Background: an optimization exercise with open tools, aiming at small area. Do not read the settings as production practice.
Power is estimated from default activity; no workload was simulated.

## top_ps2
module top_ps2(input wire clk, input wire rst, input wire ps2_clk, input wire ps2_data,
           output wire ascii_new, output wire [6:0] ascii_code);
Size in the first run: about 330 cells after synthesis, roughly 12 I/O pins.
Settings: LEC_CHECK=0, ABC_AREA=1, CAP_MARGIN=20, CORE_MARGIN=2, CORE_UTILIZATION=40, PLACE_DENSITY=0.6, SLEW_MARGIN=20; clock period 20.0 ns.
standard.sh (not shown) runs the stock make flow with config.mk's settings and CLKGATE_MAP_FILE= SYNTH_SCRIPT=/design/flow/synth_recipe.tcl, a recipe that flattens the netlist after the stock synthesis.
==> flow/flow/run.sh <==
#!/bin/bash
# Own layout flow: the standard synthesis, then the combinational logic between the
# (unchanged) registers is mapped again with an area-oriented ABC script, then the standard flow's
# standard layout steps from that netlist on. Each tool's output goes to its own log here.
set -euo pipefail
W=$(pwd)
F=$W/flow
R=$W/orfs/results/$FLOW_PLATFORM/top_ps2/base
LIB=$FLOW_HOME/platforms/$FLOW_PLATFORM/lib/sky130_fd_sc_hd__tt_025C_1v80.lib
YOSYS=$FLOW_HOME/../tools/install/yosys/bin/yosys
[ -x "$YOSYS" ] || YOSYS=yosys

bash standard.sh "$R/1_2_yosys.v" > synth_standard.log 2>&1
cp "$R/1_2_yosys.v" netlist_standard.v

# 2. map the logic between the registers again (registers kept as black boxes)
DONT_USE=$(sed -n '/DONT_USE_CELLS += /,/^#/p' "$FLOW_HOME/platforms/$FLOW_PLATFORM/config.mk" \
  | grep -o 'sky130_fd_sc_hd__[a-z0-9_]*' | sed 's/^/-dont_use /' | tr '\n' ' ')
cat > remap.ys <<EOY
read_liberty -ignore_miss_func $LIB
read_verilog netlist_standard.v
hierarchy -top $FLOW_TOP
blackbox sky130_fd_sc_hd__dfxtp_1
flatten
opt -purge
abc -liberty $LIB $DONT_USE -script $F/remap.abc
opt_clean -purge
splitnets
opt_clean -purge
hilomap -singleton -hicell sky130_fd_sc_hd__conb_1 HI -locell sky130_fd_sc_hd__conb_1 LO
insbuf -buf sky130_fd_sc_hd__buf_4 A X
stat -liberty $LIB
write_verilog -noattr -nohex -nodec netlist_remapped.v
EOY
"$YOSYS" -l remap.log -q -s remap.ys
cp netlist_remapped.v "$R/1_2_yosys.v"
touch "$R/1_2_yosys.v"

# 3. the standard layout steps on the remapped netlist
source "$F/layout_env.sh"
bash standard.sh finish > layout.log 2>&1
==> flow/flow/layout_env.sh <==
export CTS_ARGS="-sink_clustering_enable -repair_clock_nets -dont_use_dummy_load -buf_list {sky130_fd_sc_hd__clkbuf_4 sky130_fd_sc_hd__clkbuf_2} -wire_unit 40"
# Port buffers: the smallest buffer (the ports are lightly loaded).
export BUFFER_PORTS_ARGS="-buffer_cell sky130_fd_sc_hd__buf_1"
==> flow/flow/remap.abc <==
strash
dch -f
amap
topo
stime -c
==> next run, changes <==
==> flow/flow/layout_env.sh (replaced) <==
export CTS_ARGS="-sink_clustering_enable -repair_clock_nets -dont_use_dummy_load -buf_list {sky130_fd_sc_hd__clkbuf_16} -sink_clustering_size 60 -sink_clustering_max_diameter 500"
# Port buffers: the smallest buffer (the ports are lightly loaded).
export BUFFER_PORTS_ARGS="-buffer_cell sky130_fd_sc_hd__buf_1"
Outcome: The changed run finished clean; global-route usage is higher by 0.43 points; utilization increases by 2.5 points; final area grows by 5.6%; combinational power barely changes; power increases by 33%; worst setup slack gains 0.079 ns; area after synthesis does not change.
==> next run, changes <==
==> flow/flow/layout_env.sh (replaced) <==
export CTS_ARGS="-sink_clustering_enable -repair_clock_nets -dont_use_dummy_load -buf_list {sky130_fd_sc_hd__clkbuf_8 sky130_fd_sc_hd__clkbuf_4} -sink_clustering_size 30 -sink_clustering_max_diameter 300"
# Port buffers: the smallest buffer (the ports are lightly loaded).
export BUFFER_PORTS_ARGS="-buffer_cell sky130_fd_sc_hd__buf_1"
What happened:
- The changed run produced a clean layout
- clock-buffer cell count is unchanged
- total power went down by about a fifth
- setup slack improves by 0.012 ns
- wire length falls slightly
- via count fell slightly
- final area falls by a few percent
- clock power decreases by well over a third
- critical path depth does not change
- die area does not change
- utilization goes down by 1.6 points
- combinational power stays flat
==> next run, changes <==
==> flow/flow/layout_env.sh (replaced) <==
export CTS_ARGS="-sink_clustering_enable -repair_clock_nets -dont_use_dummy_load -buf_list {sky130_fd_sc_hd__clkbuf_4 sky130_fd_sc_hd__clkbuf_2}"
# Port buffers: the smallest buffer (the ports are lightly loaded).
export BUFFER_PORTS_ARGS="-buffer_cell sky130_fd_sc_hd__buf_1"
--- a/flow/config.mk
+++ b/flow/config.mk
@@ -7,7 +7,7 @@
 export LEC_CHECK = 0
 export ABC_AREA = 1
-export CAP_MARGIN = 20
+export CAP_MARGIN = 0
 export CORE_MARGIN = 2
-export CORE_UTILIZATION = 40
-export PLACE_DENSITY = 0.6
-export SLEW_MARGIN = 20
+export CORE_UTILIZATION = 65
+export PLACE_DENSITY = 0.8
+export SLEW_MARGIN = 0
Non-clock buffer count stays the same.
Design area goes down by about 3.2%.
Clock-buffer cell count is unchanged.
Worst setup slack gains 0.15 ns.
Global-route usage goes up by 15 points.
Maximum frequency goes up by 1.9%.
Cell count goes down by 6.7%.
Sequential power stays flat.
Area after synthesis stays the same.
Routed wire length goes up by about 0.54%.
No run of this note included a check of the RTL's function; only the layout flow was run.

## afterwards: timing with drivers on the ports
Ports are ideal in the flow. The routed layouts listed here were re-timed in OpenROAD. Step 1: set_driving_cell puts a clkbuf_16 on clk and a buf_2 on each other input, an assumption about the parent block. Step 2 adds t to the input delays and takes it off the output delays; t is the mean of the earliest and latest rising clock arrival at the registers after step 1. Input paths then give back, and output paths get back, about the clock's delay inside the block. Three values: ideal ports, drivers, drivers and shift; two values: the first two.
run	shift t [ns]	setup WS [ns]	worst setup path after step 2	worst slew at a driven data input, ns
the first run	0.393	11.750 / 11.725 / 12.118	register to output	0.03
the second run	0.350	11.828 / 11.792 / 12.141	register to output	0.03
the third run	0.344	11.840 / 11.814 / 12.158	register to output	0.03
the fourth run	0.398	11.991 / 11.964 / 12.362	register to output	0.03
After both steps every run listed still meets setup and hold.
